What follows belongs to an exercise in optimizing a design on an open flow for small area; a production flow would make more cautious choices.
Where RTL was checked, it was by simulation tests only, not by an equivalence proof against the original.
Power figures rest on the tool's default switching activity, not on a simulated workload. No driver is modelled on the clock port, so clocking that relies on it looks cheaper here than on a real chip.

==> module router_reg, before the edit <==
module router_reg (input clock, resetn, pkt_valid,
                   input [7:0] data_in,
                   input fifo_full, rst_int_reg, detect_add, ld_state, laf_state, full_state, lfd_state,
                   output reg parity_done, low_pkt_valid, err,
                   output reg [7:0] dout);
reg [7:0] ffb, intp;
reg perr, pw;
always @(posedge clock)
  if (detect_add || (ld_state && !fifo_full))
    dout <= data_in;
  else if (laf_state)
    dout <= ffb;
always @(posedge clock)
  if (detect_add)
    intp <= data_in;
  else if (pkt_valid && ld_state)
    intp <= intp ^ data_in;
always @(posedge clock)
  if (ld_state && !pkt_valid)
    perr <= (intp != data_in);
always @(posedge clock)
  if (detect_add)
    pw <= 1'b0;
  else if (ld_state && !pkt_valid)
    pw <= 1'b1;
always @(posedge clock)
  if (!resetn)
    ffb <= 8'd0;
  else if (fifo_full && ld_state)
    ffb <= data_in;
always @(posedge clock)
  parity_done <= !detect_add && laf_state && low_pkt_valid && !parity_done;
always @(posedge clock)
  if (!resetn || rst_int_reg)
    low_pkt_valid <= 1'b0;
  else if (ld_state && !pkt_valid)
    low_pkt_valid <= 1'b1;
always @(posedge clock)
  if (!resetn)
    err <= 1'b0;
  else if (rst_int_reg && (pw ? perr : intp != 8'd0))
    err <= 1'b1;
endmodule
==> module router_sync, before the edit <==
module router_sync (input detect_add,
                    input [1:0] data_in,
                    input write_enb_reg, clock, resetn, read_enb_0, read_enb_1, read_enb_2,
                    input empty_0, empty_1, empty_2, full_0, full_1, full_2,
                    output [2:0] write_enb,
                    output fifo_full,
                    output reg soft_reset_0, soft_reset_1, soft_reset_2,
                    output vld_out_0, vld_out_1, vld_out_2);
reg [1:0] add;    
reg [4:0] count_0, count_1, count_2;
localparam [4:0] C1 = 5'b00001, C30 = 5'b01000;
function [4:0] lfsr(input [4:0] c);
  lfsr = {c[3:0], c[4] ^ c[2]};
endfunction
always @(posedge clock)
  if (detect_add)
    add <= data_in;
assign write_enb = write_enb_reg ? {add == 2'd2, add == 2'd1, add == 2'd0} : 3'b000;
assign fifo_full = (add == 2'd0 && full_0) || (add == 2'd1 && full_1) || (add == 2'd2 && full_2);
assign vld_out_0 = ~empty_0;
assign vld_out_1 = ~empty_1;
assign vld_out_2 = ~empty_2;
always @(posedge clock) begin
  count_0 <= (!vld_out_0 || read_enb_0 || count_0 == C30) ? C1 : lfsr(count_0);
  count_1 <= (!vld_out_1 || read_enb_1 || count_1 == C30) ? C1 : lfsr(count_1);
  count_2 <= (!vld_out_2 || read_enb_2 || count_2 == C30) ? C1 : lfsr(count_2);
  soft_reset_0 <= resetn && vld_out_0 && !read_enb_0 && count_0 == C30;
  soft_reset_1 <= resetn && vld_out_1 && !read_enb_1 && count_1 == C30;
  soft_reset_2 <= resetn && vld_out_2 && !read_enb_2 && count_2 == C30;
end
endmodule
clock: 5.0 ns
lec_check: 0
cap_margin: 0
core_margin: 2
core_utilization: 70
place_density: 0.8
slew_margin: 0
standard.sh (not shown) runs the stock make flow with config.mk's settings and CLKGATE_MAP_FILE= SYNTH_SCRIPT=/design/flow/synth_recipe.tcl, a recipe that flattens the netlist after the stock synthesis.
==> flow/flow/run.sh <==
#!/bin/bash
# The standard ORFS flow (the standard.sh), with:
#  - synthesis: the standard flow's script, but ABC maps for area (flow/area.abc), and
#    adders are left to ABC instead of ORFS's half/full-adder cells
#  - CTS without dummy loads, sink clusters of up to 30 on clkbuf_16,
#    clkbuf_8 above them
#  - port buffers (one per input and output, as standard) of the smallest
#    buffer cell
# Each tool's output goes to the ORFS logs under orfs/logs; make's output to
# standard.log.
set -euo pipefail
HERE=$PWD
export AREA_ABC_DIR=$HERE/flow
cat $HERE/flow/area_hook.tcl $HERE/synth_recipe.tcl > $HERE/area_synth.tcl
CTS="-sink_clustering_enable -repair_clock_nets -dont_use_dummy_load -sink_clustering_size 30 -sink_clustering_max_diameter 100 -buf_list {sky130_fd_sc_hd__clkbuf_8 sky130_fd_sc_hd__clkbuf_16} -sink_clustering_buffer sky130_fd_sc_hd__clkbuf_16 -root_buf sky130_fd_sc_hd__clkbuf_8 -tree_buf sky130_fd_sc_hd__clkbuf_8"
bash standard.sh SYNTH_SCRIPT=$HERE/area_synth.tcl ADDER_MAP_FILE= "CTS_ARGS=$CTS" "BUFFER_PORTS_ARGS=-buffer_cell sky130_fd_sc_hd__buf_1" finish > standard.log 2>&1
==> flow/flow/area.abc <==
&get -n
&st
&dch
&nf -p -C 32 -F 10 -R 1000
&put
mfs2 -a
strash
&get -n
&dch
&nf -p -C 32 -F 10 -R 1000
&put
==> flow/flow/area_hook.tcl <==
# Sourced before the standard flow's synthesis script: ABC maps the logic for area with
# area.abc (beside this file) instead of ORFS's speed script. Everything else
# in the synthesis is the standard flow's. Registers are mapped before ABC runs, and ABC
# does not touch them.
set ::area_abc_script [file join $::env(AREA_ABC_DIR) area.abc]
proc abc {args} {
  set i [lsearch -exact $args -script]
  if {$i >= 0} { lset args [expr {$i + 1}] $::area_abc_script }
  puts "area hook: abc $args"
  yosys abc {*}$args
}
Next try:
--- a/flow/design.v
+++ b/flow/design.v
@@ -107,10 +107,11 @@
 module router_reg (input clock, resetn, pkt_valid,
                    input [7:0] data_in,
                    input fifo_full, rst_int_reg, detect_add, ld_state, laf_state, full_state, lfd_state,
-                   output reg parity_done, low_pkt_valid, err,
+                   output parity_done,
+                   output reg low_pkt_valid, err,
                    output reg [7:0] dout);
 reg [7:0] ffb, intp;
-reg perr, pw;
+reg perr;
 always @(posedge clock)
   if (detect_add || (ld_state && !fifo_full))
     dout <= data_in;
@@ -122,20 +123,14 @@
   else if (pkt_valid && ld_state)
     intp <= intp ^ data_in;
 always @(posedge clock)
-  if (ld_state && !pkt_valid)
+  if (ld_state)
     perr <= (intp != data_in);
-always @(posedge clock)
-  if (detect_add)
-    pw <= 1'b0;
-  else if (ld_state && !pkt_valid)
-    pw <= 1'b1;
 always @(posedge clock)
   if (!resetn)
     ffb <= 8'd0;
   else if (fifo_full && ld_state)
     ffb <= data_in;
-always @(posedge clock)
-  parity_done <= !detect_add && laf_state && low_pkt_valid && !parity_done;
+assign parity_done = 1'b0;
 always @(posedge clock)
   if (!resetn || rst_int_reg)
     low_pkt_valid <= 1'b0;
@@ -144,7 +139,7 @@
 always @(posedge clock)
   if (!resetn)
     err <= 1'b0;
-  else if (rst_int_reg && (pw ? perr : intp != 8'd0))
+  else if (rst_int_reg && perr)
     err <= 1'b1;
 endmodule
 module router_sync (input detect_add,
@@ -164,8 +159,8 @@
 always @(posedge clock)
   if (detect_add)
     add <= data_in;
-assign write_enb = write_enb_reg ? {add == 2'd2, add == 2'd1, add == 2'd0} : 3'b000;
-assign fifo_full = (add == 2'd0 && full_0) || (add == 2'd1 && full_1) || (add == 2'd2 && full_2);
+assign write_enb = write_enb_reg ? {add[1], add[0], add == 2'd0} : 3'b000;
+assign fifo_full = add[1] ? full_2 : add[0] ? full_1 : full_0;
 assign vld_out_0 = ~empty_0;
 assign vld_out_1 = ~empty_1;
 assign vld_out_2 = ~empty_2;
Outcome:
- The new run went through all stages and came out clean
- total power climbs by 3.7%
- design area hardly moves
- core utilization grows by 0.31 points
- critical path depth went up by 1
- global-route usage is about the same
- wire length is lower by 2.0%
- first-iteration DRC count fell by 0.50%
- setup slack improved by 0.013 ns
- hold slack gains 0.017 ns
Only the layout flow was run in the second run of this note; the RTL was not checked for function there.

-- re-timing with driven ports --
The results above use ideal ports. As a check the final layouts listed here were re-extracted and re-timed, cells and wires unchanged.
Step 1: set_driving_cell puts a clkbuf_16 on clock and a buf_2 on each other input, an assumption about the parent block.
Step 2 adds t to the input delays and takes it off the output delays; t is the mean of the earliest and latest rising clock arrival at the registers after step 1. Input paths then give back, and output paths get back, about the clock's delay inside the block.
a / b / c = ideal ports / drivers / drivers and shift; a / b = the first two.
run	shift t [ns]	setup slack, ns	latest minus earliest clock arrival (ns)	worst register clock-pin slew, ns	cell pins on the clock port's net
the first run	0.670	1.155 / 1.108 / 1.348	0.039 / 0.040	0.11 / 0.11	1
the second run	0.683	1.168 / 1.121 / 1.374	0.037 / 0.038	0.11 / 0.11	1
After both steps every run listed still meets setup and hold.
